What follows belongs to an exercise in optimizing a design on an open flow for small area, a short achievable clock period and few clock cycles; a production flow would make more cautious choices. At most, simulation tests tie the RTL to the original design; equivalence was not proved. The RTL of runs 2 to 4 was laid out without a check of its function.

## flow/run.sh

```bash
#!/bin/bash
# synth_recipe.tcl (not shown) runs the flow's synth.tcl, then flattens the netlist and writes it again
# the make line also repeats each setting of config.mk as NAME=value (left out here)
make -C /OpenROAD-flow-scripts/flow DESIGN_CONFIG=/design/flow/config.mk WORK_HOME=/design/flow/orfs CLKGATE_MAP_FILE= SYNTH_SCRIPT=/design/flow/synth_recipe.tcl finish
```

## flow/config.mk

```make
export PLATFORM = sky130hd
export DESIGN_NAME = Riscv_core
export DESIGN_NICKNAME = Riscv_core
export VERILOG_FILES = /design/flow/design.v
export SDC_FILE = /design/flow/constraint.sdc
export NUM_CORES = 8
export LEC_CHECK = 0
export ABC_AREA = 1
export CAP_MARGIN = 20
export CORE_MARGIN = 2
export CORE_UTILIZATION = 30
export PLACE_DENSITY = 0.55
export SLEW_MARGIN = 20
```

## flow/constraint.sdc

```tcl
create_clock -name core_clock -period 24.0 [get_ports {clk}]
set_input_delay 4.8000 -clock core_clock [delete_from_list [all_inputs] [get_ports {clk}]]
set_output_delay 4.8000 -clock core_clock [all_outputs]
set_load 0.01 [all_outputs]
```

## flow/design.v

```verilog
`timescale 1ns/1ns
module Riscv_core
    (
        input                   clk,
        input                   rst_n,
        output  [13:0]          rom_addr,    
        input   [31:0]          inst,
        output  [31:0]          dmem_addr,   
        input   [31:0]          dmem_rdata,  
        output  [31:0]          dmem_wdata,  
        output  [3:0]           dmem_wmask   
    );
    integer     k;
    reg  [31:2] pc_f;
    reg  [31:2] e_pc;
    reg  [31:0] e_a, e_b, e_imm;
    reg  [4:0]  e_rd;
    reg  [2:0]  e_f3;
    reg         e_alt;       
    reg         e_use_b;     
    reg         e_wen, e_aluop, e_load, e_store, e_branch, e_jal, e_jalr;
    reg         e_lui, e_auipc, e_mul, e_div;
    reg  [31:0] m_val, m_wdata;
    reg  [4:0]  m_rd;
    reg  [2:0]  m_f3;
    reg         m_wen, m_load, m_store, m_neg;
    reg  [31:0] rf [1:31];
    wire [31:0] op2   = e_use_b ? e_b : e_imm;
    wire        sub   = e_branch | (e_aluop & ((e_use_b & e_alt & (e_f3 == 3'b000)) |
                                               (e_f3 == 3'b010) | (e_f3 == 3'b011)));
    wire [32:0] sum   = {1'b0, e_a} + {1'b0, op2 ^ {32{sub}}} + {32'd0, sub};
    wire        ltu   = ~sum[32];
    wire        lts   = (e_a[31] != op2[31]) ? e_a[31] : sum[31];
    wire        eq    = (e_a == e_b);
    wire        sh_left = ~e_f3[2];
    wire        sh_fill = e_alt & e_f3[2] & e_a[31];
    reg  [31:0] sh_v, sh_out;
    always @(*) begin
        for (k = 0; k < 32; k = k + 1) sh_v[k] = sh_left ? e_a[31-k] : e_a[k];
        if (op2[4]) sh_v = {{16{sh_fill}}, sh_v[31:16]};
        if (op2[3]) sh_v = {{8{sh_fill}},  sh_v[31:8]};
        if (op2[2]) sh_v = {{4{sh_fill}},  sh_v[31:4]};
        if (op2[1]) sh_v = {{2{sh_fill}},  sh_v[31:2]};
        if (op2[0]) sh_v = {sh_fill,       sh_v[31:1]};
        for (k = 0; k < 32; k = k + 1) sh_out[k] = sh_left ? sh_v[31-k] : sh_v[k];
    end
    reg  [31:0] alu_out;
    always @(*) begin
        case (e_f3)
            3'b000: alu_out = sum[31:0];
            3'b001: alu_out = sh_out;
            3'b010: alu_out = {31'd0, lts};
            3'b011: alu_out = {31'd0, ltu};
            3'b100: alu_out = e_a ^ op2;
            3'b101: alu_out = sh_out;
            3'b110: alu_out = e_a | op2;
            default: alu_out = e_a & op2;
        endcase
    end
    wire [31:0] tgt    = {e_pc, 2'b00} + e_imm;
    wire        br_c   = e_f3[2] ? (e_f3[1] ? ltu : lts) : eq;
    wire        taken  = e_branch & (br_c ^ e_f3[0]);
    wire        redirect = taken | e_jal | e_jalr;
    wire [31:2] redirect_pc = e_jalr ? sum[31:2] : tgt[31:2];
    reg  [31:0] e_res;
    always @(*) begin
        if (e_jal | e_jalr)  e_res = {pc_f, 2'b00};
        else if (e_lui)      e_res = e_imm;
        else if (e_auipc)    e_res = tgt;
        else if (e_aluop)    e_res = alu_out;
        else                 e_res = sum[31:0];       
    end
    reg  [4:0]  md_cnt;
    wire        m_sa = (e_f3[1:0] == 2'b01) | (e_f3[1:0] == 2'b10);    
    wire        m_sb = (e_f3[1:0] == 2'b01);                            
    reg  [33:0] mh;            
    reg  [23:0] ml;            
    reg  [7:0]  m_chunk;
    always @(*) begin
        case (md_cnt[1:0])
            2'd0: m_chunk = e_b[7:0];
            2'd1: m_chunk = e_b[15:8];
            2'd2: m_chunk = e_b[23:16];
            default: m_chunk = e_b[31:24];
        endcase
    end
    wire        m_top  = (md_cnt[1:0] == 2'd3) & m_sb & e_b[31];    
    wire [41:0] m_as   = {{10{m_sa & e_a[31]}}, e_a};
    wire [41:0] m_pp   = m_as * m_chunk;
    wire [41:0] m_hin  = (md_cnt[1:0] == 2'd0) ? 42'd0 : {{8{mh[33]}}, mh};
    wire [41:0] m_corr = m_top ? ~{m_as[33:0], 8'd0} : 42'h3ffffffffff;
    wire [41:0] m_sum  = m_hin + m_pp + m_corr + 42'd1;
    wire [31:0] mul_out = (e_f3[1:0] == 2'b00) ? {m_sum[7:0], ml} : m_sum[39:8];
    wire        d_signed = ~e_f3[0];
    wire        d_na  = d_signed & e_a[31];
    wire        d_nb  = d_signed & e_b[31];
    wire [31:0] d_ua  = d_na ? -e_a : e_a;
    wire [31:0] d_ub  = d_nb ? -e_b : e_b;
    wire        d_bz  = (e_b == 32'd0);
    wire [31:0] d_ca  = d_na ? ~e_a : e_a;
    wire [31:0] d_cb  = d_nb ? ~e_b : e_b;
    reg  [5:0]  d_lza, d_lzb;
    always @(*) begin
        d_lza = 6'd32;
        d_lzb = 6'd32;
        for (k = 0; k < 32; k = k + 1) begin
            if (d_ca[k]) d_lza = 6'd31 - k;
            if (d_cb[k]) d_lzb = 6'd31 - k;
        end
    end
    wire [6:0]  d_nq  = {1'b0, d_lzb} - {1'b0, d_lza} + (d_na ? 7'd2 : 7'd1);
    wire [4:0]  d_n   = (d_bz | (~d_nq[6] & (d_nq[5:0] > 6'd32))) ? 5'd16 :
                        d_nq[6] ? 5'd0 : (d_nq[5:0] + 6'd1) >> 1;
    wire [63:0] d_rot = {d_ua, d_ua} >> {d_n[3:0], 1'b0};
    reg  [31:0] d_r0, d_q0;
    always @(*) begin
        for (k = 0; k < 32; k = k + 1) begin
            d_r0[k] = (k < 32 - 2 * d_n) ? d_rot[k] : 1'b0;
            d_q0[k] = (k < 32 - 2 * d_n) ? 1'b0 : d_rot[k];
        end
    end
    reg  [31:0] d_r, d_q, d_d;
    reg  [4:0]  d_left;
    reg  [31:0] d_r1, d_q1;
    reg  [32:0] d_t, d_diff;
    always @(*) begin
        d_r1 = d_r;
        d_q1 = d_q;
        for (k = 0; k < 2; k = k + 1) begin
            d_t    = {d_r1, d_q1[31]};
            d_diff = d_t - {1'b0, d_d};
            d_q1   = {d_q1[30:0], ~d_diff[32]};
            d_r1   = d_diff[32] ? d_t[31:0] : d_diff[31:0];
        end
    end
    wire        d_last = (d_left == 5'd0);
    wire [31:0] div_out = e_f3[1] ? (d_last ? d_r : d_r1) : (d_last ? d_q : d_q1);
    wire        div_neg = e_f3[1] ? d_na : ((d_na ^ d_nb) & ~d_bz);
    wire        md_first = (md_cnt == 5'd0);
    wire        e_done = ~(e_mul | e_div) |
                         (e_mul & (md_cnt[1:0] == 2'd3)) |
                         (e_div & ~md_first & (d_left <= 5'd1));
    always @(posedge clk or negedge rst_n) begin
        if (!rst_n)
            md_cnt <= 5'd0;
        else if (e_done)
            md_cnt <= 5'd0;
        else
            md_cnt <= md_cnt + 5'd1;
    end
    always @(posedge clk) begin
        mh <= m_sum[41:8];
        ml <= {m_sum[7:0], ml[23:8]};
        if (md_first) begin
            d_r    <= d_r0;
            d_q    <= d_q0;
            d_d    <= d_ub;
            d_left <= d_n;
        end else begin
            d_r    <= d_r1;
            d_q    <= d_q1;
            d_left <= d_left - 5'd1;
        end
    end
    assign dmem_addr  = m_val;
    assign dmem_wdata = m_wdata;
    reg  [3:0]  wmask;
    always @(*) begin
        case (m_f3[1:0])
            2'b00:   wmask = 4'b0001 << m_val[1:0];
            2'b01:   wmask = m_val[1] ? 4'b1100 : 4'b0011;
            default: wmask = 4'b1111;
        endcase
    end
    assign dmem_wmask = m_store ? wmask : 4'b0000;
    reg  [7:0]  ld_b;
    reg  [15:0] ld_h;
    reg  [31:0] ld_data;
    always @(*) begin
        case (m_val[1:0])
            2'b00: ld_b = dmem_rdata[7:0];
            2'b01: ld_b = dmem_rdata[15:8];
            2'b10: ld_b = dmem_rdata[23:16];
            default: ld_b = dmem_rdata[31:24];
        endcase
        ld_h = m_val[1] ? dmem_rdata[31:16] : dmem_rdata[15:0];
        case (m_f3[1:0])
            2'b00:   ld_data = {{24{~m_f3[2] & ld_b[7]}}, ld_b};
            2'b01:   ld_data = {{16{~m_f3[2] & ld_h[15]}}, ld_h};
            default: ld_data = dmem_rdata;
        endcase
    end
    wire [31:0] wb = m_load ? ld_data : m_neg ? -m_val : m_val;
    always @(posedge clk) begin
        if (m_wen)
            rf[m_rd] <= wb;
    end
    always @(posedge clk or negedge rst_n) begin
        if (!rst_n) begin
            m_wen   <= 1'b0;
            m_load  <= 1'b0;
            m_store <= 1'b0;
        end else begin
            m_wen   <= e_done & e_wen;
            m_load  <= e_done & e_load;
            m_store <= e_done & e_store;
        end
    end
    always @(posedge clk) begin
        m_val   <= e_mul ? mul_out : e_div ? div_out : e_res;
        m_neg   <= e_div & div_neg;
        m_rd    <= e_rd;
        m_f3    <= e_f3;
        case (e_f3[1:0])
            2'b00:   m_wdata <= {4{e_b[7:0]}};
            2'b01:   m_wdata <= {2{e_b[15:0]}};
            default: m_wdata <= e_b;
        endcase
    end
    assign rom_addr = pc_f[15:2];
    wire [6:0]  op   = inst[6:0];
    wire [4:0]  rs1  = inst[19:15];
    wire [4:0]  rs2  = inst[24:20];
    wire [4:0]  rd   = inst[11:7];
    wire        d_r_type  = (op == 7'b0110011);
    wire        d_i_alu   = (op == 7'b0010011);
    wire        d_ld      = (op == 7'b0000011);
    wire        d_st      = (op == 7'b0100011);
    wire        d_br      = (op == 7'b1100011);
    wire        d_jal     = (op == 7'b1101111);
    wire        d_jalr    = (op == 7'b1100111);
    wire        d_lui     = (op == 7'b0110111);
    wire        d_auipc   = (op == 7'b0010111);
    wire        d_m       = d_r_type & inst[25];
    reg  [31:0] d_imm;
    always @(*) begin
        if (d_st)
            d_imm = {{20{inst[31]}}, inst[31:25], inst[11:7]};
        else if (d_br)
            d_imm = {{20{inst[31]}}, inst[7], inst[30:25], inst[11:8], 1'b0};
        else if (d_jal)
            d_imm = {{12{inst[31]}}, inst[19:12], inst[20], inst[30:21], 1'b0};
        else if (d_lui | d_auipc)
            d_imm = {inst[31:12], 12'd0};
        else
            d_imm = {{20{inst[31]}}, inst[31:20]};
    end
    wire        use1 = ~(d_lui | d_auipc | d_jal);
    wire        use2 = d_r_type | d_st | d_br;
    wire        e_late = e_load | e_mul | e_div;
    wire        hazard = e_wen & e_late &
                         ((use1 & (rs1 == e_rd)) | (use2 & (rs2 == e_rd)));
    wire        fe1 = e_wen & (e_rd == rs1);
    wire        fe2 = e_wen & (e_rd == rs2);
    wire        fm1 = m_wen & (m_rd == rs1);
    wire        fm2 = m_wen & (m_rd == rs2);
    wire [31:0] rv1 = (rs1 == 5'd0) ? 32'd0 : fe1 ? e_res : fm1 ? wb : rf[rs1];
    wire [31:0] rv2 = (rs2 == 5'd0) ? 32'd0 : fe2 ? e_res : fm2 ? wb : rf[rs2];
    wire        take = e_done & ~redirect & ~hazard;    
    always @(posedge clk or negedge rst_n) begin
        if (!rst_n) begin
            pc_f     <= 30'd0;
            e_wen    <= 1'b0;
            e_aluop  <= 1'b0;
            e_load   <= 1'b0;
            e_store  <= 1'b0;
            e_branch <= 1'b0;
            e_jal    <= 1'b0;
            e_jalr   <= 1'b0;
            e_lui    <= 1'b0;
            e_auipc  <= 1'b0;
            e_mul    <= 1'b0;
            e_div    <= 1'b0;
        end else if (e_done) begin
            if (redirect)
                pc_f <= redirect_pc;
            else if (~hazard)
                pc_f <= pc_f + 30'd1;
            e_wen    <= take & (rd != 5'd0) &
                        (d_r_type | d_i_alu | d_ld | d_jal | d_jalr | d_lui | d_auipc);
            e_aluop  <= take & ((d_r_type & ~inst[25]) | d_i_alu);
            e_load   <= take & d_ld;
            e_store  <= take & d_st;
            e_branch <= take & d_br;
            e_jal    <= take & d_jal;
            e_jalr   <= take & d_jalr;
            e_lui    <= take & d_lui;
            e_auipc  <= take & d_auipc;
            e_mul    <= take & d_m & ~inst[14];
            e_div    <= take & d_m & inst[14];
        end
    end
    always @(posedge clk) begin
        if (e_done) begin
            e_pc    <= pc_f;
            e_a     <= rv1;
            e_b     <= rv2;
            e_imm   <= d_imm;
            e_rd    <= rd;
            e_f3    <= inst[14:12];
            e_alt   <= inst[30];
            e_use_b <= d_r_type | d_br;
        end
    end
endmodule
```

==> metrics.md, run 1 <==
| Metric | Value |
|---|---|
| Status | `timing/DRC/antenna clean` |
| CP cell instances | `buf_8 -> buf_4 -> buf_4 -> buf_4 -> buf_4 -> buf_4 -> mux2i_1 -> nor2_1 -> a2111oi_0 -> o311ai_1 -> o21ai_0 -> a31oi_1 -> o21ai_1 -> inv_1` |
| Synth warn | `1` |
| Core box area | `318000 µm²` |
| Sequential area share after synthesis | `41.9%` |
| Footprint of the multi-input gates | `48600 µm²` |
| Rows | `207` |
| Worst Hold Depth | `0` |
| CP startpoint kind | `primary input` |
| First-pass GRT wire length | `597000 µm` |
| DIE WIDTH | `569 µm` |
| Slowest stage delay, CP | `740 ps` |
| Tmin final | `10180 ps` |
| Syn avg cell area | `8.23 µm²` |
| Cell Area, Synth | `95600 µm²` |
| Most used cell along the critical path | `buf_4` |
| CP top delay family | `buffers and inverters` |
| Gr ovfl total | `0` |
| Cell with the most instances after synthesis | `nand2_1` |
| Largest cells by area after synthesis | `edfxtp_1 (36%), o21ai_0 (8.8%), nand2_1 (8.3%)` |
| Fillers | `33106` |
| Deepest clock path buffer count | `4` |
| Worst R2R Setup Slack | `15080 ps` |
| Crit. End Element | `register` |
| Pre-antenna DRT Iters | `9` |
| Number of synthesized flops with an enable pin | `1160` |
| Mapped Cells | `11612` |
| Hold_buf cts | `0` |
| Worst path bufs/invs | `7` |
| Die ar. | `323000 µm²` |
| R2r endpoint | `d_r[9]` |
| Vias | `87542` |
| WL final | `422000 µm` |
| Flops & latches, synth | `1409` |
| R2r worst-path depth | `62` |
| Synth top area share | `36.4%` |
| Critical R2R Launch | `e_f3[0]` |
| Maximum clock rate | `98.2 MHz` |
| Post-route setup TNS | `0 ps` |
| Total GRT Usage | `25.3%` |
| Core Util, Final | `33.7%` |
| Final Hold Vio Count | `0` |
| Top_reg_cell synth | `edfxtp_1` |
| Synthesized Nets | `12266` |
| RSZ-0062 raised after global routing | `false` |
| Crit path depth | `14` |
| Hpwl dp | `288000 µm` |
| Clk slew on worst S/H paths | `60 ps` |
| Initial Utilization | `30.1%` |
| Largest net degree at the start of global routing | `147` |
| Count of cell types in the netlist | `86` |
| DR WL/cell | `26.8 µm` |
| Die Height | `569 µm` |
| H-tree levels | `4` |
| 1st-iter DRT viols | `11767` |
| Slew headroom | `21.5%` |
| CTS tree | `yes` |
| Fin worst setup slack | `13820 ps` |
| # nets final | `12077` |
| Req. time, crit path | `24600 ps` |
| # Post-CTS Setup Buffers | `0` |
| Period utilization | `42.4%` |
| DRC | `0` |
| Clock Skew | `98.1 ps` |
| Root Driver | `clkbuf_16` |
| Synth async-reset ratio | `3.48%` |
| CP Launch Point | `inst[15]` |
| Vias/cell | `5.56` |
| Final setup vio count | `0` |
| I/O Pins | `148` |
| Layout cells sized above 1 | `6.44%` |
| IO buf count | `147` |
| Antenna violations before repair | `18` |
| CP arrival | `10780 ps` |
| Area grow syn2layout | `11.9%` |
| Post-route ant nets | `0` |
| TritonCTS buffer count | `166` |
| Sequential cell area | `40100 µm²` |
| Pins Over Slew Limit | `0` |
| Min-Delay Path Class | `register to register` |
| PostCTS Resize Cnt | `0` |
| RePlAce Congestion | `1.01` |
| Worst skew pair latency | `880 ps` |
| Worst-Margin Slew | `1170 ps` |
| Synth top cells by count | `nand2_1 (2112), o21ai_0 (1680), edfxtp_1 (1160)` |
| Crit-path max FO | `108` |
| Max-Cap Viols | `0` |
| Vias in the first global route | `81119` |
| Area leader, netlist | `edfxtp_1` |
| Crit path capture | `e_a[12]` |
| Critical path type | `primary input to register` |
| Placement Setup Slack | `13280 ps` |
| Worst-path cell with the longest stage delay | `buf_4` |
| CTS Sinks | `1409` |
-- metrics by stage --
step / instance area [µm²] / hold WS [ps] / cells
2_1_floorplan: 95600 / 326 / 11612
4_1_cts: 107000 / 345 / 15726
3_5_place_dp: 102000 / 332 / 15435
3_3_place_gp: 102000 / 332 / 15433
5_1_grt: 107000 / 351 / 15727
6_report: 107000 / 342 / 15733
-- worst register-to-register path: cells and delay by family, from the launching register on --
| family | cells | cell delay [ps] |
|---|---|---|
| compound gates | 4 | 790 |
| xor+xnor | 1 | 170 |
| fa+ha+maj | 4 | 1260 |
| buf+inv | 7 | 1480 |
| flops | 1 | 320 |
| simple gates | 46 | 4780 |
-- flip-flops by register name (all words and copies together), names as in the netlist, 30 cells and up --
register / cells
e_pc: 30
m_val: 32
d_r: 32
pc_f: 30
m_wdata: 32
d_q: 32
d_d: 32
mh: 34
e_b: 32
e_imm: 32
rf: 992
e_a: 32
-- final cells by class --
cell class              instances  area share (%)
inverters                    1148            4.06
repair buffers                406            3.25
clock buffers                 200            4.08
diodes                          7          0.0164
multi-input cells            8292            45.5
clock inverters                91           0.792
flip-flops and latches       1409            37.5
well taps                    4180            4.89
-- cells by family after synthesis --
logic type | synth area share (%)
buffers and inverters | 7.72
AOI/OAI and AO/OA | 20.3
and+or+nand+nor | 16.3
DFF | 41.9
muxes | 0.514
xor gates and xnor gates | 3.29
adders and majority gates | 9.88
-- metal layers --
metal	global-route usage, %	vias up	part of all wire (%)
li1	-	39499	-
met4	15.3	8	7.4
met3	5.71	1137	10
met2	39.2	4865	44
met5	0	-	0.018
met1	31.9	42033	38
-- placed cells by master, fill, tap and decap left out, types with 47 or more instances in the layout --
cell,count
nand2_1,2107
o21ai_0,1669
edfxtp_1,1160
inv_1,1061
a21oi_1,934
nor2_1,908
nand3_1,499
ha_1,310
fa_1,278
xor2_1,275
buf_4,257
o211ai_1,240
dfxtp_1,200
clkbuf_16,168
o21ai_1,144
clkdlybuf4s50_1,136
xnor2_1,81
o2111ai_1,81
a31oi_1,73
o22ai_1,72
clkinv_1,60
nand4_1,55
o221ai_1,53
nor3_1,50
dfrtp_1,49
mux2i_1,47
-- worst min-delay path by stage --
stage | startpoint | to
2_1_floorplan | ml[8] | ml[0]
4_1_cts | ml[19] | ml[11]
3_5_place_dp | ml[19] | ml[11]
5_1_grt | ml[19] | ml[11]
3_3_place_gp | ml[21] | ml[13]
6_report | ml[19] | ml[11]
Testbench counts, summed over its fixed seeds: cycles 37,406.
==> run 2: changes to the inputs <==
--- a/flow/design.v
+++ b/flow/design.v
@@ -85,10 +85,40 @@
         endcase
     end
-    wire        m_top  = (md_cnt[1:0] == 2'd3) & m_sb & e_b[31];    
+    wire        m_prev = (md_cnt[1:0] == 2'd1) ? e_b[7] :
+                         (md_cnt[1:0] == 2'd2) ? e_b[15] :
+                         (md_cnt[1:0] == 2'd3) ? e_b[23] : 1'b0;
+    wire        m_top  = (md_cnt[1:0] == 2'd3) & ~m_sb & e_b[31];
     wire [41:0] m_as   = {{10{m_sa & e_a[31]}}, e_a};
-    wire [41:0] m_pp   = m_as * m_chunk;
+    wire [8:0]  m_bits = {m_chunk, m_prev};
+    reg  [41:0] m_row [0:3];
+    reg  [41:0] m_x;
+    reg         m_one, m_two, m_ng;
+    reg  [41:0] m_sel;
+    always @(*) begin
+        m_x = m_top ? {m_as[33:0], 8'd0} : 42'd0;
+        for (k = 0; k < 4; k = k + 1) begin
+            m_one = m_bits[2*k+1] ^ m_bits[2*k];
+            m_two = (m_bits[2*k+2] & ~m_bits[2*k+1] & ~m_bits[2*k]) |
+                    (~m_bits[2*k+2] & m_bits[2*k+1] & m_bits[2*k]);
+            m_ng  = m_bits[2*k+2];
+            m_sel = ({42{m_one}} & m_as) | ({42{m_two}} & {m_as[40:0], 1'b0});
+            m_row[k] = (m_sel ^ {42{m_ng}}) << (2 * k);
+            m_x[2*k] = m_ng;
+        end
+    end
     wire [41:0] m_hin  = (md_cnt[1:0] == 2'd0) ? 42'd0 : {{8{mh[33]}}, mh};
-    wire [41:0] m_corr = m_top ? ~{m_as[33:0], 8'd0} : 42'h3ffffffffff;
-    wire [41:0] m_sum  = m_hin + m_pp + m_corr + 42'd1;
+    wire [41:0] m_s1 = m_hin ^ m_row[0] ^ m_row[1];
+    wire [41:0] m_c1 = {(m_hin[40:0] & m_row[0][40:0]) | (m_hin[40:0] & m_row[1][40:0]) |
+                        (m_row[0][40:0] & m_row[1][40:0]), 1'b0};
+    wire [41:0] m_s2 = m_row[2] ^ m_row[3] ^ m_x;
+    wire [41:0] m_c2 = {(m_row[2][40:0] & m_row[3][40:0]) | (m_row[2][40:0] & m_x[40:0]) |
+                        (m_row[3][40:0] & m_x[40:0]), 1'b0};
+    wire [41:0] m_s3 = m_s1 ^ m_c1 ^ m_s2;
+    wire [41:0] m_c3 = {(m_s1[40:0] & m_c1[40:0]) | (m_s1[40:0] & m_s2[40:0]) |
+                        (m_c1[40:0] & m_s2[40:0]), 1'b0};
+    wire [41:0] m_s4 = m_s3 ^ m_c3 ^ m_c2;
+    wire [41:0] m_c4 = {(m_s3[40:0] & m_c3[40:0]) | (m_s3[40:0] & m_c2[40:0]) |
+                        (m_c3[40:0] & m_c2[40:0]), 1'b0};
+    wire [41:0] m_sum  = m_s4 + m_c4;
     wire [31:0] mul_out = (e_f3[1:0] == 2'b00) ? {m_sum[7:0], ml} : m_sum[39:8];
     wire        d_signed = ~e_f3[0];
@@ -96,17 +126,10 @@
     wire        d_nb  = d_signed & e_b[31];
     wire [31:0] d_ua  = d_na ? -e_a : e_a;
-    wire [31:0] d_ub  = d_nb ? -e_b : e_b;
     wire        d_bz  = (e_b == 32'd0);
     wire [31:0] d_ca  = d_na ? ~e_a : e_a;
     wire [31:0] d_cb  = d_nb ? ~e_b : e_b;
-    reg  [5:0]  d_lza, d_lzb;
-    always @(*) begin
-        d_lza = 6'd32;
-        d_lzb = 6'd32;
-        for (k = 0; k < 32; k = k + 1) begin
-            if (d_ca[k]) d_lza = 6'd31 - k;
-            if (d_cb[k]) d_lzb = 6'd31 - k;
-        end
-    end
+    wire [5:0]  d_lza, d_lzb;
+    Lzc32 u_lza (.v(d_ca), .lz(d_lza));
+    Lzc32 u_lzb (.v(d_cb), .lz(d_lzb));
     wire [6:0]  d_nq  = {1'b0, d_lzb} - {1'b0, d_lza} + (d_na ? 7'd2 : 7'd1);
     wire [4:0]  d_n   = (d_bz | (~d_nq[6] & (d_nq[5:0] > 6'd32))) ? 5'd16 :
@@ -120,5 +143,6 @@
         end
     end
-    reg  [31:0] d_r, d_q, d_d;
+    reg  [31:0] d_r, d_q;
+    wire [32:0] d_nd = d_nb ? {1'b1, e_b} : {1'b1, ~e_b};
     reg  [4:0]  d_left;
     reg  [31:0] d_r1, d_q1;
@@ -129,5 +153,5 @@
         for (k = 0; k < 2; k = k + 1) begin
             d_t    = {d_r1, d_q1[31]};
-            d_diff = d_t - {1'b0, d_d};
+            d_diff = d_t + d_nd + {32'd0, ~d_nb};
             d_q1   = {d_q1[30:0], ~d_diff[32]};
             d_r1   = d_diff[32] ? d_t[31:0] : d_diff[31:0];
@@ -155,5 +179,4 @@
             d_r    <= d_r0;
             d_q    <= d_q0;
-            d_d    <= d_ub;
             d_left <= d_n;
         end else begin
@@ -255,6 +278,15 @@
     wire        fm1 = m_wen & (m_rd == rs1);
     wire        fm2 = m_wen & (m_rd == rs2);
-    wire [31:0] rv1 = (rs1 == 5'd0) ? 32'd0 : fe1 ? e_res : fm1 ? wb : rf[rs1];
-    wire [31:0] rv2 = (rs2 == 5'd0) ? 32'd0 : fe2 ? e_res : fm2 ? wb : rf[rs2];
+    reg  [31:0] rf1, rf2;
+    always @(*) begin
+        rf1 = 32'd0;
+        rf2 = 32'd0;
+        for (k = 1; k < 32; k = k + 1) begin
+            rf1 = rf1 | ({32{rs1 == k}} & rf[k]);
+            rf2 = rf2 | ({32{rs2 == k}} & rf[k]);
+        end
+    end
+    wire [31:0] rv1 = (rs1 == 5'd0) ? 32'd0 : fe1 ? e_res : fm1 ? wb : rf1;
+    wire [31:0] rv2 = (rs2 == 5'd0) ? 32'd0 : fe2 ? e_res : fm2 ? wb : rf2;
     wire        take = e_done & ~redirect & ~hazard;    
     always @(posedge clk or negedge rst_n) begin
@@ -304,2 +336,18 @@
     end
 endmodule
+module Lzc32
+    (
+        input  [31:0] v,
+        output [5:0]  lz
+    );
+    wire        z16 = ~|v[31:16];
+    wire [15:0] v16 = z16 ? v[15:0] : v[31:16];
+    wire        z8  = ~|v16[15:8];
+    wire [7:0]  v8  = z8 ? v16[7:0] : v16[15:8];
+    wire        z4  = ~|v8[7:4];
+    wire [3:0]  v4  = z4 ? v8[3:0] : v8[7:4];
+    wire        z2  = ~|v4[3:2];
+    wire [1:0]  v2  = z2 ? v4[1:0] : v4[3:2];
+    wire        z1  = ~v2[1];
+    assign lz = (z16 & z8 & z4 & z2 & ~v2[1] & ~v2[0]) ? 6'd32 : {1'b0, z16, z8, z4, z2, z1};
+endmodule
--- a/flow/config.mk
+++ b/flow/config.mk
@@ -9,5 +9,5 @@
 export CAP_MARGIN = 20
 export CORE_MARGIN = 2
-export CORE_UTILIZATION = 30
-export PLACE_DENSITY = 0.55
+export CORE_UTILIZATION = 45
+export PLACE_DENSITY = 0.6
 export SLEW_MARGIN = 20
==> metrics.md, run 2 <==
| Metric | Value |
|---|---|
| Worst-Margin Slew | `1380 ps (+213 ps)` |
| Gr ovfl total | `0 (unchanged)` |
| Placed inst area | `94100 µm² (-7.5%)` |
| Clock Skew | `62.3 ps (-35.8 ps)` |
| Pre-antenna DRT Iters | `8 (-1)` |
| Tmin final | `10240 ps (+56.5 ps)` |
| DRC | `0 (unchanged)` |
| # nets final | `11148 (-7.7%)` |
| Crit-path max FO | `20 (-81%)` |
| Most flops, register | `rf` |
| First-pass GRT wire length | `662000 µm (+11%)` |
| Deepest clock path buffer count | `3 (-1)` |
| TritonCTS buffer count | `157 (-5.4%)` |
| Cell Area, Synth | `88200 µm² (-7.7%)` |
| Min Hold Slack | `352 ps (+10.0 ps)` |
| Cell with the most instances after synthesis | `nand2_1` |
| Vias | `88198 (+0.75%)` |
| Crit. End Element | `register` |
| Min-Delay Path Class | `register to register` |
| DR WL/cell | `36.4 µm (+36%)` |
| Fin worst setup slack | `13760 ps (-56.5 ps)` |
| Vias in the first global route | `80993 (-0.16%)` |
| Synth top cells by count | `nand2_1 (2537), inv_1 (1131), edfxtp_1 (1128)` |
| H-tree levels | `4 (unchanged)` |
| Die ar. | `200000 µm² (-38%)` |
| Core box area | `195000 µm² (-39%)` |
| CTS Sinks | `1377 (-2.3%)` |
| Commonest cells after routing, fill and taps aside | `nand2_1 (2531), edfxtp_1 (1128), inv_1 (1126), nand3_1 (761), o21ai_0 (665)` |
| IO buf count | `147 (unchanged)` |
| Biggest regs | `rf: 992 flops, mh: 34 flops` |
| Maximum clock rate | `97.7 MHz (-0.55%)` |
| Largest cells by area after synthesis | `edfxtp_1 (38%), nand2_1 (11%), inv_1 (4.8%)` |
| Clk slew on worst S/H paths | `60 ps (about the same)` |
| Sequential area share after synthesis | `44.3% (+2.4 points)` |
| RSZ-0062 raised after global routing | `false` |
| Hpwl dp | `358000 µm (+24%)` |
| CTS tree | `yes` |
| Post-route ant nets | `0 (unchanged)` |
| Synthesized Nets | `11028 (-10%)` |
| Initial Utilization | `45.3% (+15 points)` |
| Slew headroom | `7.72% (-14 points)` |
| Max-Cap Viols | `0 (unchanged)` |
| WL final | `490000 µm (+16%)` |
| Post-route cell area | `99700 µm² (-6.8%)` |
| Area leader, netlist | `edfxtp_1` |
| CP startpoint kind | `primary input` |
| Pins Over Slew Limit | `0 (unchanged)` |
| Total GRT Usage | `48.1% (+23 points)` |
| Commonest non-fill, non-tap cell in the layout | `nand2_1` |
| I/O Pins | `148 (unchanged)` |
| Largest net degree at the start of global routing | `103 (-30%)` |
| DIE WIDTH | `447 µm (-21%)` |
| Top_reg_cell synth | `edfxtp_1` |
| Status | `timing/DRC/antenna clean` |
| 1st-iter DRT viols | `14889 (+27%)` |
| Rows | `162 (-22%)` |
| Die Height | `447 µm (-21%)` |
| Final Hold Vio Count | `0 (unchanged)` |
| Post-route setup TNS | `0 ps (unchanged)` |
| Antenna violations before repair | `58 (+40)` |
| Req. time, crit path | `24590 ps (about the same)` |
| Mapped Cells | `10547 (-9.2%)` |
| Max FFs per register | `992 (unchanged)` |
| Period utilization | `42.7% (+0.24 points)` |
| Synth top area share | `38.4% (+2.0 points)` |
| Count of cell types in the netlist | `71 (-17%)` |
| Synth warn | `2 (+1)` |
| Layout cells sized above 1 | `7.42% (+0.98 points)` |
| Vias/cell | `6.56 (+18%)` |
| Root Driver | `clkbuf_16` |
| Flops & latches, synth | `1377 (-2.3%)` |
| PostCTS Resize Cnt | `0 (unchanged)` |
| Area grow syn2layout | `13.0%` |
| Worst skew pair latency | `880 ps (about the same)` |
| CP arrival | `10830 ps (+50 ps)` |
| Final setup vio count | `0 (unchanged)` |
| Number of synthesized flops with an enable pin | `1128 (-2.8%)` |
| # Post-CTS Setup Buffers | `0 (unchanged)` |
| RePlAce Congestion | `1.13 (+12%)` |
| Critical path type | `primary input to register` |
| Synth async-reset ratio | `3.56% (+0.081 points)` |
| Syn avg cell area | `8.37 µm² (+1.6%)` |
| Hold_buf cts | `0 (unchanged)` |
| Placement Setup Slack | `13550 ps (+274 ps)` |
## run 2: changes by cell type in the layout (fill, tap and decap cells not counted), sizes merged, moves of 164 or more
| cell | delta |
|---|---|
| o22ai | +298 |
| nor2 | -311 |
| o211ai | -164 |
| a21oi | -495 |
| nand2 | +416 |
| o21ai | -1128 |
| nand3 | +261 |
## run 2: kinds of logic (layout without fill, tap and decap cells)
family | Yosys count | count (layout) | synth area share, %
flops | 1377 | 1377 | 44.3
xor+xnor | 465 | 465 | 4.62
mux | 10 | 10 | 0.113
compound gates | 2234 | 2234 | 15.8
fa+ha+maj | 415 | 415 | 7.13
simple gates | 4329 | 4329 | 20.6
other cells | 0 | 31 | 0
buf+inv | 1717 | 1968 | 7.48
## run 2: layout make-up
class,instances,area (µm²)
clock inverter,89,1140
timing repair buffer,493,4070
multi-input combinational,7453,43400
clock buffer,201,4250
tap,2624,3280
inverter,1185,4460
antenna,31,77.6
fill,18488,95300
sequential,1377,39100
## run 2: final timing paths
check	start	endpoint	slack, ps	depth (start not counted)
max	inst[24]	e_b[11]	13760	18
min	ml[10]	ml[2]	350	0
max reg2reg	e_f3[0]	d_r[8]	14620	41
min reg2reg	ml[10]	ml[2]	350	0
max in group asynchronous	rst_n	m_load	19360	2
min in group asynchronous	rst_n	pc_f[29]	4110	2
## run 2: per-layer routing
layer | wire length (µm) | vias to the layer above | global-route usage, %
met5 | 172 | - | 0
met4 | 58300 | 24 | 44.6
met3 | 57700 | 1988 | 14.1
met2 | 207000 | 7115 | 71.3
met1 | 167000 | 42219 | 55.9
li1 | - | 36852 | -
## run 2: worst max-delay path, stage by stage
cell             delay, ps
clkdlybuf4s50_1        450
buf_4                  390
clkinv_1               830
nand3_1                630
clkinv_1               510
buf_4                  390
nand2_1                100
o2111ai_1              110
a21oi_1                110
o21ai_0                100
a21oi_1                780
nand4_1                700
nor4_1                 410
nand2_1                 80
o21ai_0                100
a21oi_1                110
nand2_1                100
inv_1                   40
## run 2: stage by stage
stage	util (%)	std cells
2_1_floorplan	-	10547
3_3_place_gp	48.2	13120
3_5_place_dp	48.3	13128
4_1_cts	51.0	13418
5_1_grt	51.1	13424
6_report	51.1	13453
==> run 3: changes to the inputs <==
--- a/flow/design.v
+++ b/flow/design.v
@@ -13,4 +13,7 @@
     integer     k;
     reg  [31:2] pc_f;
+    reg         d_valid;
+    reg  [31:0] d_ir;
+    reg  [31:2] d_pc;
     reg  [31:2] e_pc;
     reg  [31:0] e_a, e_b, e_imm;
@@ -59,4 +62,5 @@
     end
     wire [31:0] tgt    = {e_pc, 2'b00} + e_imm;
+    wire [31:2] pc4    = e_pc + 30'd1;
     wire        br_c   = e_f3[2] ? (e_f3[1] ? ltu : lts) : eq;
     wire        taken  = e_branch & (br_c ^ e_f3[0]);
@@ -65,5 +69,5 @@
     reg  [31:0] e_res;
     always @(*) begin
-        if (e_jal | e_jalr)  e_res = {pc_f, 2'b00};
+        if (e_jal | e_jalr)  e_res = {pc4, 2'b00};
         else if (e_lui)      e_res = e_imm;
         else if (e_auipc)    e_res = tgt;
@@ -76,19 +80,9 @@
     reg  [33:0] mh;            
     reg  [23:0] ml;            
-    reg  [7:0]  m_chunk;
-    always @(*) begin
-        case (md_cnt[1:0])
-            2'd0: m_chunk = e_b[7:0];
-            2'd1: m_chunk = e_b[15:8];
-            2'd2: m_chunk = e_b[23:16];
-            default: m_chunk = e_b[31:24];
-        endcase
-    end
-    wire        m_prev = (md_cnt[1:0] == 2'd1) ? e_b[7] :
-                         (md_cnt[1:0] == 2'd2) ? e_b[15] :
-                         (md_cnt[1:0] == 2'd3) ? e_b[23] : 1'b0;
-    wire        m_top  = (md_cnt[1:0] == 2'd3) & ~m_sb & e_b[31];
+    reg         mprev;         
+    wire        m_last3 = (md_cnt[1:0] == 2'd3);
+    wire        m_top  = m_last3 & ~m_sb & e_b[7];
     wire [41:0] m_as   = {{10{m_sa & e_a[31]}}, e_a};
-    wire [8:0]  m_bits = {m_chunk, m_prev};
+    wire [8:0]  m_bits = {e_b[7:0], mprev};
     reg  [41:0] m_row [0:3];
     reg  [41:0] m_x;
@@ -107,5 +101,5 @@
         end
     end
-    wire [41:0] m_hin  = (md_cnt[1:0] == 2'd0) ? 42'd0 : {{8{mh[33]}}, mh};
+    wire [41:0] m_hin  = {{8{mh[33]}}, mh};
     wire [41:0] m_s1 = m_hin ^ m_row[0] ^ m_row[1];
     wire [41:0] m_c1 = {(m_hin[40:0] & m_row[0][40:0]) | (m_hin[40:0] & m_row[1][40:0]) |
@@ -121,9 +115,20 @@
                         (m_c3[40:0] & m_c2[40:0]), 1'b0};
     wire [41:0] m_sum  = m_s4 + m_c4;
-    wire [31:0] mul_out = (e_f3[1:0] == 2'b00) ? {m_sum[7:0], ml} : m_sum[39:8];
+    wire        m_rest = (e_b[31:7] == 25'd0) | (m_sb & (e_b[31:7] == {25{1'b1}}));
+    wire        mul_end = m_last3 | m_rest;
+    wire [63:0] m_ext = {{22{m_sum[41]}}, m_sum};
+    reg  [63:0] m_p;
+    always @(*) begin
+        case (md_cnt[1:0])
+            2'd0:    m_p = m_ext;
+            2'd1:    m_p = {m_ext[55:0], ml[23:16]};
+            2'd2:    m_p = {m_ext[47:0], ml[23:8]};
+            default: m_p = {m_ext[39:0], ml};
+        endcase
+    end
+    wire [31:0] mul_out = (e_f3[1:0] == 2'b00) ? m_p[31:0] : m_p[63:32];
     wire        d_signed = ~e_f3[0];
     wire        d_na  = d_signed & e_a[31];
     wire        d_nb  = d_signed & e_b[31];
-    wire [31:0] d_ua  = d_na ? -e_a : e_a;
     wire        d_bz  = (e_b == 32'd0);
     wire [31:0] d_ca  = d_na ? ~e_a : e_a;
@@ -135,15 +140,15 @@
     wire [4:0]  d_n   = (d_bz | (~d_nq[6] & (d_nq[5:0] > 6'd32))) ? 5'd16 :
                         d_nq[6] ? 5'd0 : (d_nq[5:0] + 6'd1) >> 1;
-    wire [63:0] d_rot = {d_ua, d_ua} >> {d_n[3:0], 1'b0};
+    reg  [31:0] d_r, d_q;
+    reg  [4:0]  d_left;
+    wire [63:0] d_rot = {d_q, d_q} >> {d_left[3:0], 1'b0};
     reg  [31:0] d_r0, d_q0;
     always @(*) begin
         for (k = 0; k < 32; k = k + 1) begin
-            d_r0[k] = (k < 32 - 2 * d_n) ? d_rot[k] : 1'b0;
-            d_q0[k] = (k < 32 - 2 * d_n) ? 1'b0 : d_rot[k];
+            d_r0[k] = (k < 32 - 2 * d_left) ? d_rot[k] : 1'b0;
+            d_q0[k] = (k < 32 - 2 * d_left) ? 1'b0 : d_rot[k];
         end
     end
-    reg  [31:0] d_r, d_q;
     wire [32:0] d_nd = d_nb ? {1'b1, e_b} : {1'b1, ~e_b};
-    reg  [4:0]  d_left;
     reg  [31:0] d_r1, d_q1;
     reg  [32:0] d_t, d_diff;
@@ -161,8 +166,8 @@
     wire [31:0] div_out = e_f3[1] ? (d_last ? d_r : d_r1) : (d_last ? d_q : d_q1);
     wire        div_neg = e_f3[1] ? d_na : ((d_na ^ d_nb) & ~d_bz);
-    wire        md_first = (md_cnt == 5'd0);
-    wire        e_done = ~(e_mul | e_div) |
-                         (e_mul & (md_cnt[1:0] == 2'd3)) |
-                         (e_div & ~md_first & (d_left <= 5'd1));
+    wire        d_c0 = (md_cnt == 5'd0);
+    wire        d_c1 = (md_cnt == 5'd1);
+    wire        e_done = ~(e_mul | e_div) | (e_mul & mul_end) |
+                         (e_div & ~d_c0 & ~d_c1 & (d_left <= 5'd1));
     always @(posedge clk or negedge rst_n) begin
         if (!rst_n)
@@ -173,11 +178,15 @@
             md_cnt <= md_cnt + 5'd1;
     end
+    wire        m_go = e_mul & ~e_done;
     always @(posedge clk) begin
-        mh <= m_sum[41:8];
-        ml <= {m_sum[7:0], ml[23:8]};
-        if (md_first) begin
+        mh    <= m_go ? m_sum[41:8] : 34'd0;
+        ml    <= {m_sum[7:0], ml[23:8]};
+        mprev <= m_go & e_b[7];
+        if (d_c0) begin
+            d_q    <= d_na ? -e_a : e_a;
+            d_left <= d_n;
+        end else if (d_c1) begin
             d_r    <= d_r0;
             d_q    <= d_q0;
-            d_left <= d_n;
         end else begin
             d_r    <= d_r1;
@@ -241,9 +250,8 @@
         endcase
     end
-    assign rom_addr = pc_f[15:2];
-    wire [6:0]  op   = inst[6:0];
-    wire [4:0]  rs1  = inst[19:15];
-    wire [4:0]  rs2  = inst[24:20];
-    wire [4:0]  rd   = inst[11:7];
+    wire [6:0]  op   = d_ir[6:0];
+    wire [4:0]  rs1  = d_ir[19:15];
+    wire [4:0]  rs2  = d_ir[24:20];
+    wire [4:0]  rd   = d_ir[11:7];
     wire        d_r_type  = (op == 7'b0110011);
     wire        d_i_alu   = (op == 7'b0010011);
@@ -255,27 +263,23 @@
     wire        d_lui     = (op == 7'b0110111);
     wire        d_auipc   = (op == 7'b0010111);
-    wire        d_m       = d_r_type & inst[25];
+    wire        d_m       = d_r_type & d_ir[25];
     reg  [31:0] d_imm;
     always @(*) begin
         if (d_st)
-            d_imm = {{20{inst[31]}}, inst[31:25], inst[11:7]};
+            d_imm = {{20{d_ir[31]}}, d_ir[31:25], d_ir[11:7]};
         else if (d_br)
-            d_imm = {{20{inst[31]}}, inst[7], inst[30:25], inst[11:8], 1'b0};
+            d_imm = {{20{d_ir[31]}}, d_ir[7], d_ir[30:25], d_ir[11:8], 1'b0};
         else if (d_jal)
-            d_imm = {{12{inst[31]}}, inst[19:12], inst[20], inst[30:21], 1'b0};
+            d_imm = {{12{d_ir[31]}}, d_ir[19:12], d_ir[20], d_ir[30:21], 1'b0};
         else if (d_lui | d_auipc)
-            d_imm = {inst[31:12], 12'd0};
+            d_imm = {d_ir[31:12], 12'd0};
         else
-            d_imm = {{20{inst[31]}}, inst[31:20]};
+            d_imm = {{20{d_ir[31]}}, d_ir[31:20]};
     end
     wire        use1 = ~(d_lui | d_auipc | d_jal);
     wire        use2 = d_r_type | d_st | d_br;
     wire        e_late = e_load | e_mul | e_div;
-    wire        hazard = e_wen & e_late &
+    wire        hazard = d_valid & e_wen & e_late &
                          ((use1 & (rs1 == e_rd)) | (use2 & (rs2 == e_rd)));
-    wire        fe1 = e_wen & (e_rd == rs1);
-    wire        fe2 = e_wen & (e_rd == rs2);
-    wire        fm1 = m_wen & (m_rd == rs1);
-    wire        fm2 = m_wen & (m_rd == rs2);
     reg  [31:0] rf1, rf2;
     always @(*) begin
@@ -287,10 +291,17 @@
         end
     end
+    wire        fe1 = e_wen & (e_rd == rs1);
+    wire        fe2 = e_wen & (e_rd == rs2);
+    wire        fm1 = m_wen & (m_rd == rs1);
+    wire        fm2 = m_wen & (m_rd == rs2);
     wire [31:0] rv1 = (rs1 == 5'd0) ? 32'd0 : fe1 ? e_res : fm1 ? wb : rf1;
     wire [31:0] rv2 = (rs2 == 5'd0) ? 32'd0 : fe2 ? e_res : fm2 ? wb : rf2;
-    wire        take = e_done & ~redirect & ~hazard;    
+    wire        go   = e_done & ~redirect & ~hazard;    
+    wire        take = go & d_valid;
+    assign rom_addr = pc_f[15:2];
     always @(posedge clk or negedge rst_n) begin
         if (!rst_n) begin
             pc_f     <= 30'd0;
+            d_valid  <= 1'b0;
             e_wen    <= 1'b0;
             e_aluop  <= 1'b0;
@@ -305,11 +316,14 @@
             e_div    <= 1'b0;
         end else if (e_done) begin
-            if (redirect)
-                pc_f <= redirect_pc;
-            else if (~hazard)
-                pc_f <= pc_f + 30'd1;
+            if (redirect) begin
+                pc_f    <= redirect_pc;
+                d_valid <= 1'b0;
+            end else if (~hazard) begin
+                pc_f    <= pc_f + 30'd1;
+                d_valid <= 1'b1;
+            end
             e_wen    <= take & (rd != 5'd0) &
                         (d_r_type | d_i_alu | d_ld | d_jal | d_jalr | d_lui | d_auipc);
-            e_aluop  <= take & ((d_r_type & ~inst[25]) | d_i_alu);
+            e_aluop  <= take & ((d_r_type & ~d_ir[25]) | d_i_alu);
             e_load   <= take & d_ld;
             e_store  <= take & d_st;
@@ -319,18 +333,24 @@
             e_lui    <= take & d_lui;
             e_auipc  <= take & d_auipc;
-            e_mul    <= take & d_m & ~inst[14];
-            e_div    <= take & d_m & inst[14];
+            e_mul    <= take & d_m & ~d_ir[14];
+            e_div    <= take & d_m & d_ir[14];
         end
     end
     always @(posedge clk) begin
+        if (go) begin
+            d_ir <= inst;
+            d_pc <= pc_f;
+        end
         if (e_done) begin
-            e_pc    <= pc_f;
+            e_pc    <= d_pc;
             e_a     <= rv1;
             e_b     <= rv2;
             e_imm   <= d_imm;
             e_rd    <= rd;
-            e_f3    <= inst[14:12];
-            e_alt   <= inst[30];
+            e_f3    <= d_ir[14:12];
+            e_alt   <= d_ir[30];
             e_use_b <= d_r_type | d_br;
+        end else if (e_mul) begin
+            e_b     <= {{8{m_sb & e_b[31]}}, e_b[31:8]};
         end
     end
==> metrics.md, run 3 <==
| Metric | Value |
|---|---|
| Status | `timing/DRC/antenna clean` |
| Post-route ant nets | `0 (unchanged)` |
| Clock Skew | `70.3 ps (+7.96 ps)` |
| Final Hold Vio Count | `0 (unchanged)` |
| DIE WIDTH | `459 µm (+2.8%)` |
| RSZ-0062 raised after global routing | `false` |
| IO buf count | `147 (unchanged)` |
| Placement Setup Slack | `14930 ps (+1380 ps)` |
| Synth top cells by count | `nand2_1 (2534), inv_1 (1254), edfxtp_1 (1227)` |
| Pins Over Slew Limit | `0 (unchanged)` |
| Root Driver | `clkbuf_16` |
| Post-route setup TNS | `0 ps (unchanged)` |
| Fin worst setup slack | `15130 ps (+1370 ps)` |
| Core box area | `207000 µm² (+6.0%)` |
| Area fraction in compound gates after synthesis | `17.1% (+1.4 points)` |
| # Post-CTS Setup Buffers | `0 (unchanged)` |
| RePlAce Congestion | `1.13 (about the same)` |
| Post-Synth Adder-Cell Area | `6.76% (-0.37 points)` |
| Synth warn | `2 (unchanged)` |
| Die Height | `459 µm (+2.8%)` |
| Post-synthesis mux area share | `0.612% (+0.50 points)` |
| Synth top area share | `39.5% (+1.1 points)` |
| Vias in the first global route | `87555 (+8.1%)` |
| XOR/XNOR Fraction of Synth Area | `4.08% (-0.53 points)` |
| Hold_buf cts | `0 (unchanged)` |
| Pre-antenna DRT Iters | `13 (+5)` |
| Worst path bufs/invs | `8 (+2)` |
| Total GRT Usage | `48.8% (+0.68 points)` |
| Cell with the most instances after synthesis | `nand2_1` |
| Period utilization | `37.0% (-5.7 points)` |
| Synth async-reset ratio | `3.47% (-0.089 points)` |
| Clk slew on worst S/H paths | `70 ps (about the same)` |
| Fillers | `19535 (+5.7%)` |
| Syn avg cell area | `8.40 µm² (+0.45%)` |
| Req. time, crit path | `24720 ps (+130 ps)` |
| CP startpoint kind | `register` |
| Crit-path max FO | `60 (+200%)` |
| Maximum clock rate | `113 MHz (+15%)` |
| Synthesized Nets | `11584 (+5.0%)` |
| First-pass GRT wire length | `712000 µm (+7.5%)` |
| Count of cell types in the netlist | `83 (+17%)` |
| Biggest regs | `rf: 992 flops, mh: 34 flops` |
| Slew headroom | `7.74% (+0.012 points)` |
| Mapped Cells | `11102 (+5.3%)` |
| Largest family of logic cells by synthesized area | `simple AND/OR/NAND/NOR gates` |
| Commonest non-fill, non-tap cell in the layout | `nand2_1` |
| Post-synthesis simple-gate area fraction | `19.3% (-1.3 points)` |
| Layout cells sized above 1 | `8.11% (+0.69 points)` |
| Final std cells w/o fill | `14124 (+5.0%)` |
| Min-Delay Path Class | `register to register` |
| Worst R2R Setup Slack | `15130 ps (+510 ps)` |
| Final setup vio count | `0 (unchanged)` |
| Area leader, netlist | `edfxtp_1` |
| Worst skew pair latency | `900 ps (+20 ps)` |
| Max FFs per register | `992 (unchanged)` |
| Vias/cell | `6.78 (+3.4%)` |
| Die ar. | `211000 µm² (+5.7%)` |
| Critical path type | `register to register` |
| Initial Utilization | `45.1% (-0.11 points)` |
| Gr ovfl total | `0 (unchanged)` |
| Sequential area share after synthesis | `44.4% (about the same)` |
| Area grow syn2layout | `12.9%` |
| Vias | `95787 (+8.6%)` |
| PostCTS Resize Cnt | `0 (unchanged)` |
| Crit. End Element | `register` |
| H-tree levels | `4 (unchanged)` |
| Cell Area, Synth | `93300 µm² (+5.7%)` |
| CP arrival | `9590 ps (-1240 ps)` |
| Deepest clock path buffer count | `3 (unchanged)` |
| # nets final | `11718 (+5.1%)` |
| Placed inst area | `99300 µm² (+5.4%)` |
| TritonCTS buffer count | `168 (+7.0%)` |
| Top_reg_cell synth | `edfxtp_1` |
| Max-Cap Viols | `0 (unchanged)` |
| Largest net degree at the start of global routing | `93 (-9.7%)` |
| Most flops, register | `rf` |
| 1st-iter DRT viols | `17686 (+19%)` |
| Tmin final | `8870 ps (-1370 ps)` |
| CTS Sinks | `1441 (+4.6%)` |
| Largest cells by area after synthesis | `edfxtp_1 (39%), nand2_1 (10%), inv_1 (5.0%)` |
| Antenna violations before repair | `59 (+1.7%)` |
| Placed insts | `13754 (+4.8%)` |
| Slowest stage delay, CP | `920 ps (+90 ps)` |
| Number of synthesized flops with an enable pin | `1227 (+8.8%)` |
| Rows | `167 (+3.1%)` |
| DRC | `0 (unchanged)` |
| Commonest cells after routing, fill and taps aside | `nand2_1 (2525), edfxtp_1 (1227), inv_1 (1221), o21ai_0 (871), nor2_1 (723)` |
| Flops & latches, synth | `1441 (+4.6%)` |
| Worst-Margin Slew | `1380 ps (-2.85 ps)` |
| CTS tree | `yes` |
| Worst-path cell with the longest stage delay | `o21ai_0` |
| Post-route cell area | `105000 µm² (+5.6%)` |
| Hpwl dp | `367000 µm (+2.5%)` |
| CP top delay family | `buffers and inverters` |
| I/O Pins | `148 (unchanged)` |
| DR WL/cell | `37.3 µm (+2.4%)` |
| WL final | `527000 µm (+7.5%)` |
==> run 3: cell types whose count changed in the layout (fill, tap and decap cells not counted), sizes merged, moves of 62 or more <==
cell,before,now
nand3,763,573
nor2,655,767
edfxtp,1128,1227
inv,1161,1289
o21ai,709,922
a221oi,146,208
a21oi,441,514
o211ai,77,141
==> run 3: worst reg2reg max path, cell delays in order, from the launching register on <==
cell and delay (ps):
edfxtp_1 760, clkinv_1 170, buf_4 680, ha_1 330, clkinv_1 480, buf_4 460, nand3_1 120, buf_4 440
nor2_1 180, fa_1 540, inv_1 50, fa_1 500, inv_1 70, fa_1 520, ha_1 400, a21oi_1 270
inv_1 90, a21oi_1 260, o211ai_1 160, a21oi_1 200, o21bai_1 110, xnor2_1 530, o21ai_0 150, nor2_1 140
a211oi_1 50, o21ai_0 920, nand2_1 150
==> run 3: path summary, 6_finish.rpt <==
| kind | startpoint | endpoint | cells past startpoint |
|---|---|---|---|
| setup / recovery | e_f3[1] | m_val[3] | 26 |
| hold / removal | ml[16] | ml[8] | 0 |
| min in group asynchronous | rst_n | pc_f[6] | 2 |
| hold reg to reg | ml[16] | ml[8] | 0 |
| setup reg to reg | e_f3[1] | m_val[3] | 26 |
| max in group asynchronous | rst_n | md_cnt[0] | 2 |
==> run 3: per-stage QoR <==
| stage | hold slack [ps] | util [%] |
|---|---|---|
| 4_1_cts | 332 | 50.7 |
| 3_5_place_dp | 359 | 48.0 |
| 2_1_floorplan | 343 | - |
| 3_3_place_gp | 353 | 48.0 |
| 5_1_grt | 338 | 50.9 |
| 6_report | 328 | 51.0 |
==> run 3: area by class of cell <==
cell class / count / area, µm² / area share (%)
repair buffers: 534 / 4460 / 4.24
well taps: 2704 / 3380 / 3.21
clock buffers: 213 / 4530 / 4.30
inverters: 1308 / 4910 / 4.67
clock inverters: 91 / 1090 / 1.03
multi-input cells: 7783 / 45400 / 43.1
flip-flops and latches: 1441 / 41400 / 39.3
diodes: 50 / 125 / 0.119
==> run 3: cells by family (layout without fill, tap and decap cells) <==
| kind of cell | after synthesis | count (layout) |
|---|---|---|
| AOI/OAI and AO/OA | 2590 | 2590 |
| xor gates and xnor gates | 424 | 424 |
| adders and majority gates | 416 | 416 |
| buffers and inverters | 1878 | 2146 |
| DFF | 1441 | 1441 |
| muxes | 57 | 57 |
| other | 0 | 50 |
| and+or+nand+nor | 4296 | 4296 |
==> run 3: routing by layer <==
layer	vias to the layer above	track usage [%]	routed length [µm]
met5	-	1.95	434
met4	40	44.2	60100
met3	2448	19.1	74500
met2	8499	67.9	211000
met1	45923	57.6	180000
li1	38877	-	-
==> run 4: changes to the inputs <==
--- a/flow/design.v
+++ b/flow/design.v
@@ -16,5 +16,6 @@
     reg  [31:0] d_ir;
     reg  [31:2] d_pc;
-    reg  [31:2] e_pc;
+    reg  [31:2] e_pc, e_tgt;
+    reg         e_pred;      
     reg  [31:0] e_a, e_b, e_imm;
     reg  [4:0]  e_rd;
@@ -61,15 +62,14 @@
         endcase
     end
-    wire [31:0] tgt    = {e_pc, 2'b00} + e_imm;
     wire [31:2] pc4    = e_pc + 30'd1;
     wire        br_c   = e_f3[2] ? (e_f3[1] ? ltu : lts) : eq;
     wire        taken  = e_branch & (br_c ^ e_f3[0]);
-    wire        redirect = taken | e_jal | e_jalr;
-    wire [31:2] redirect_pc = e_jalr ? sum[31:2] : tgt[31:2];
+    wire        redirect = e_jalr | (e_branch & (taken ^ e_pred));
+    wire [31:2] redirect_pc = e_jalr ? sum[31:2] : e_pred ? pc4 : e_tgt;
     reg  [31:0] e_res;
     always @(*) begin
         if (e_jal | e_jalr)  e_res = {pc4, 2'b00};
         else if (e_lui)      e_res = e_imm;
-        else if (e_auipc)    e_res = tgt;
+        else if (e_auipc)    e_res = {e_tgt, 2'b00};
         else if (e_aluop)    e_res = alu_out;
         else                 e_res = sum[31:0];       
@@ -299,4 +299,6 @@
     wire        go   = e_done & ~redirect & ~hazard;    
     wire        take = go & d_valid;
+    wire [31:2] d_tgt  = d_pc + d_imm[31:2];
+    wire        d_pred = d_jal | (d_br & d_imm[31]);
     assign rom_addr = pc_f[15:2];
     always @(posedge clk or negedge rst_n) begin
@@ -320,6 +322,11 @@
                 d_valid <= 1'b0;
             end else if (~hazard) begin
-                pc_f    <= pc_f + 30'd1;
-                d_valid <= 1'b1;
+                if (d_valid & d_pred) begin
+                    pc_f    <= d_tgt;
+                    d_valid <= 1'b0;
+                end else begin
+                    pc_f    <= pc_f + 30'd1;
+                    d_valid <= 1'b1;
+                end
             end
             e_wen    <= take & (rd != 5'd0) &
@@ -338,5 +345,5 @@
     end
     always @(posedge clk) begin
-        if (go) begin
+        if (go & ~(d_valid & d_pred)) begin
             d_ir <= inst;
             d_pc <= pc_f;
@@ -344,4 +351,6 @@
         if (e_done) begin
             e_pc    <= d_pc;
+            e_tgt   <= d_tgt;
+            e_pred  <= d_pred;
             e_a     <= rv1;
             e_b     <= rv2;
==> flow/flow/run.sh (new file) <==
#!/bin/bash
# Standard layout, with the timing repair aiming for a setup margin.
cp standard.sh standard_sh.txt
cp config.mk config_mk_my.txt
echo "export SETUP_SLACK_MARGIN = 17" >> config.mk
bash standard.sh > standard.log 2>&1
==> flow/standard.sh (new file) <==
#!/bin/bash
# synth_recipe.tcl (not shown) runs the flow's synth.tcl, then flattens the netlist and writes it again
# the make line also repeats each setting of config.mk as NAME=value (left out here)
make -C /OpenROAD-flow-scripts/flow DESIGN_CONFIG=/design/flow/config.mk WORK_HOME=/design/flow/orfs CLKGATE_MAP_FILE= SYNTH_SCRIPT=/design/flow/synth_recipe.tcl "${@:-finish}"
--- a/flow/config.mk
+++ b/flow/config.mk
@@ -7,7 +7,8 @@
 export LEC_CHECK = 0
 export ABC_AREA = 1
-export CAP_MARGIN = 20
+export CAP_MARGIN = 30
 export CORE_MARGIN = 2
 export CORE_UTILIZATION = 45
 export PLACE_DENSITY = 0.6
 export SLEW_MARGIN = 20
+export SETUP_SLACK_MARGIN = 17
removed: flow/run.sh
==> metrics.md, run 4 <==
| Metric | Value |
|---|---|
| Status | `timing/DRC/antenna clean` |
| Largest net degree at the start of global routing | `87 (-6.5%)` |
| Worst path bufs/invs | `1 (-7)` |
| Initial Utilization | `45.1% (about the same)` |
| Area fraction in compound gates after synthesis | `17.9% (+0.75 points)` |
| Post-Synth Adder-Cell Area | `6.68% (-0.080 points)` |
| H-tree levels | `4 (unchanged)` |
| Clock Skew | `83.5 ps (+13.2 ps)` |
| Post-route setup TNS | `0 ps (unchanged)` |
| Core box area | `209000 µm² (+1.2%)` |
| Hpwl dp | `356000 µm (-3.1%)` |
| I/O Pins | `148 (unchanged)` |
| Crit-path max FO | `5 (-92%)` |
| TritonCTS buffer count | `167 (-0.60%)` |
| Commonest non-fill, non-tap cell in the layout | `nand2_1` |
| Largest family of logic cells by synthesized area | `compound AO/OA/AOI/OAI gates` |
| RePlAce Congestion | `1.08 (-4.4%)` |
| CP cell instances | `clkdlybuf4s50_1` |
| Crit. End Element | `output pin` |
| Most flops, register | `rf` |
| Slew headroom | `6.84% (-0.90 points)` |
| Deepest clock path buffer count | `3 (unchanged)` |
| Die ar. | `213000 µm² (+1.2%)` |
| Gr ovfl total | `0 (unchanged)` |
| Vias in the first global route | `85605 (-2.2%)` |
| Post-synthesis mux area share | `0.710% (+0.099 points)` |
| Top_reg_cell synth | `edfxtp_1` |
| RSZ-0062 raised after global routing | `true` |
| Area leader, netlist | `edfxtp_1` |
| Min-Delay Path Class | `register to register` |
| Pre-antenna DRT Iters | `9 (-4)` |
| CTS tree | `yes` |
| Vias | `93103 (-2.8%)` |
| DR WL/cell | `34.4 µm (-7.7%)` |
| R2r worst-path depth | `25 (-3.8%)` |
| Commonest cells after routing, fill and taps aside | `nand2_1 (2478), edfxtp_1 (1258), inv_1 (1243), o21ai_0 (947), nor2_1 (725)` |
| Maximum clock rate | `141 MHz (+25%)` |
| CTS Sinks | `1472 (+2.2%)` |
| Antenna violations before repair | `39 (-34%)` |
| Area grow syn2layout | `14.2%` |
| Synth top cells by count | `nand2_1 (2497), inv_1 (1269), edfxtp_1 (1258)` |
| Synth top area share | `40.0% (+0.52 points)` |
| Max FFs per register | `992 (unchanged)` |
| # nets final | `11817 (+0.84%)` |
| Cell Area, Synth | `94400 µm² (+1.2%)` |
| Period utilization | `29.5% (-7.5 points)` |
| Worst-Margin Slew | `1380 ps (+1.49 ps)` |
| Cell with the most instances after synthesis | `nand2_1` |
| CP startpoint kind | `register` |
| WL final | `492000 µm (-6.6%)` |
| Worst skew pair latency | `900 ps (about the same)` |
| R2r endpoint | `m_val[5]` |
| Slowest stage delay, CP | `730 ps (-190 ps)` |
| Vias/cell | `6.51 (-4.0%)` |
| Synth async-reset ratio | `3.40% (-0.073 points)` |
| Die Height | `462 µm (+0.59%)` |
| Total GRT Usage | `44.9% (-3.9 points)` |
| Number of synthesized flops with an enable pin | `1258 (+2.5%)` |
| Placement Setup Slack | `15210 ps (+278 ps)` |
| Rows | `168 (+0.60%)` |
| Sequential area share after synthesis | `44.8% (+0.46 points)` |
| 1st-iter DRT viols | `16194 (-8.4%)` |
| Worst Hold Depth | `0 (unchanged)` |
| Root Driver | `clkbuf_16` |
| Post-synthesis simple-gate area fraction | `17.8% (-1.5 points)` |
| First-pass GRT wire length | `673000 µm (-5.5%)` |
| Clk slew on worst S/H paths | `70 ps (about the same)` |
| Fin worst setup slack | `16920 ps (+1790 ps)` |
| Synth warn | `2 (unchanged)` |
| Req. time, crit path | `19200 ps (-5520 ps)` |
| DIE WIDTH | `462 µm (+0.59%)` |
| Post-route ant nets | `0 (unchanged)` |
| Final Hold Vio Count | `0 (unchanged)` |
| CP arrival | `2280 ps (-7310 ps)` |
| Max-Cap Viols | `0 (unchanged)` |
| Pins Over Slew Limit | `0 (unchanged)` |
| Critical R2R Launch | `e_a[10]` |
| Layout cells sized above 1 | `9.17% (+1.1 points)` |
| DRC | `0 (unchanged)` |
| Worst R2R Setup Slack | `17130 ps (+2000 ps)` |
| Syn avg cell area | `8.47 µm² (+0.79%)` |
| Flops & latches, synth | `1472 (+2.2%)` |
| Largest cells by area after synthesis | `edfxtp_1 (40%), nand2_1 (9.9%), o21ai_0 (5.2%)` |
| Hold EP | `ml[4]` |
| Worst-path cell with the longest stage delay | `dfxtp_1` |
| XOR/XNOR Fraction of Synth Area | `4.30% (+0.21 points)` |
| HP Start | `ml[12]` |
| Tmin final | `7080 ps (-1790 ps)` |
| Synthesized Nets | `11629 (+0.39%)` |
| Biggest regs | `rf: 992 flops, mh: 34 flops` |
| CP top delay family | `flip-flops` |
| Mapped Cells | `11147 (+0.41%)` |
| Final setup vio count | `0 (unchanged)` |
| Critical path type | `register to output pin` |
| IO buf count | `147 (unchanged)` |
| Count of cell types in the netlist | `73 (-12%)` |
-- run 4: cell types whose count changed after synthesis, sizes merged, moves of 19 or more --
cell / previous run / this run
a21oi: 514 / 547
edfxtp: 1227 / 1258
nand2: 2555 / 2515
nand3: 573 / 451
nand4: 160 / 120
nor2: 767 / 801
o2111ai: 48 / 82
o21ai: 922 / 1022
or2: 66 / 39
xor2: 336 / 355
-- run 4: kinds of logic (layout without fill, tap and decap cells) --
logic type | after synthesis | count (layout)
AOI/OAI and AO/OA | 2747 | 2751
xor gates and xnor gates | 448 | 448
adders and majority gates | 416 | 416
buffers and inverters | 1909 | 2228
DFF | 1472 | 1472
muxes | 67 | 67
other | 0 | 20
and+or+nand+nor | 4088 | 4093
-- run 4: cell type report --
class,instances,area [µm²]
Inverter,1326,5080
Antenna cell,20,50.0
Fill cell,19741,101000
Sequential cell,1472,42300
Tap cell,2805,3510
Timing Repair Buffer,586,5310
Clock inverter,94,1120
Timing Repair inverter,7,52.6
Multi-Input combinational cell,7775,46000
Clock buffer,215,4400
-- run 4: through the flow --
step	utilization [%]	instance area, µm²	hold WS, ps	std cells
CTS	51.1	107000	324	14231
global placement	47.9	100000	337	13870
finish	51.6	108000	335	14300
floorplan	-	94500	331	11147
detailed placement	48.0	100000	339	13887
global route	51.5	108000	352	14286
-- run 4: repair_timing --
| item | in CTS | in global routing |
|---|---|---|
| setup buffers | 21 | 32 |
| gates resized for setup | 132 | 145 |
| gates cloned | 14 | 5 |
| endpoints found under the hold margin | 0 | 0 |
| pin swaps | 8 | 21 |
| hold buffers | 0 | 0 |
| setup endpoints to repair | 742 | 429 |
-- run 4: worst reg2reg max path: cells and delay by family, from the launching register on --
family,cells,cell delay (ps)
DFF,1,450
and+or+nand+nor,10,1820
buffers and inverters,5,1130
AOI/OAI and AO/OA,5,1180
adders and majority gates,4,2080
xor gates and xnor gates,1,130
-- run 4: how the worst max path moves through the flow --
| stage | from | to | slack, ps | cells past startpoint |
|---|---|---|---|---|
| 2_1_floorplan | dmem_rdata[23] | e_b[26] | 17010 | 15 |
| 3_3_place_gp | dmem_rdata[23] | e_b[26] | 15090 | 16 |
| 3_5_place_dp | dmem_rdata[23] | e_b[26] | 15210 | 16 |
| 4_1_cts | m_val[0] | dmem_wmask[0] | 16860 | 5 |
| 5_1_grt | e_a[31] | d_left[0] | 16800 | 36 |
| 6_report | m_val[9] | dmem_addr[9] | 16920 | 1 |
-- run 4: routing by layer --
metal	global-route usage, %	part of all wire (%)	vias to the layer above	routed length, µm
met5	0	0.042	-	207
met4	31.5	8.7	30	42700
met2	65.3	42	7404	205000
li1	-	-	39156	-
met1	57.9	37	44715	180000
met3	12.0	13	1798	63500

-- re-timing with driven ports --
The results above use ideal ports. As a check the final layouts listed here were re-extracted and re-timed, cells and wires unchanged. Step 1 (the two cells are an assumption about what drives the block):
set clk [get_ports {clk}]
set_driving_cell -lib_cell sky130_fd_sc_hd__clkbuf_16 $clk
set_driving_cell -lib_cell sky130_fd_sc_hd__buf_2 [delete_from_list [all_inputs] $clk]
Step 2, shift: input delay + t, output delay - t, t = (earliest + latest rising clock arrival at the registers) / 2. This alone moves slack from input paths to output paths. Slacks: ideal / step 1 / step 2; pairs: ideal / step 1.
| run | t, ns | setup WS [ns] | worst hold slack (ns) | worst register clock-pin slew, ns |
|---|---|---|---|---|
| run 1 | 0.932 | 13.816 / 13.813 / 12.880 | 0.342 / 0.342 / 0.342 | 0.07 / 0.07 |
| run 2 | 0.945 | 13.760 / 13.838 / 12.893 | 0.352 / 0.352 / 0.352 | 0.07 / 0.07 |
| run 3 | 0.967 | 15.127 / 15.127 / 14.948 | 0.328 / 0.328 / 0.328 | 0.09 / 0.09 |
| run 4 | 0.940 | 16.920 / 16.836 / 16.222 | 0.335 / 0.335 / 0.335 | 0.07 / 0.07 |
After both steps setup and hold are still met in every run listed. For run 1, which loses most, drivers alone change the setup slack by -0.003 ns; drivers and shift together by -0.936 ns.
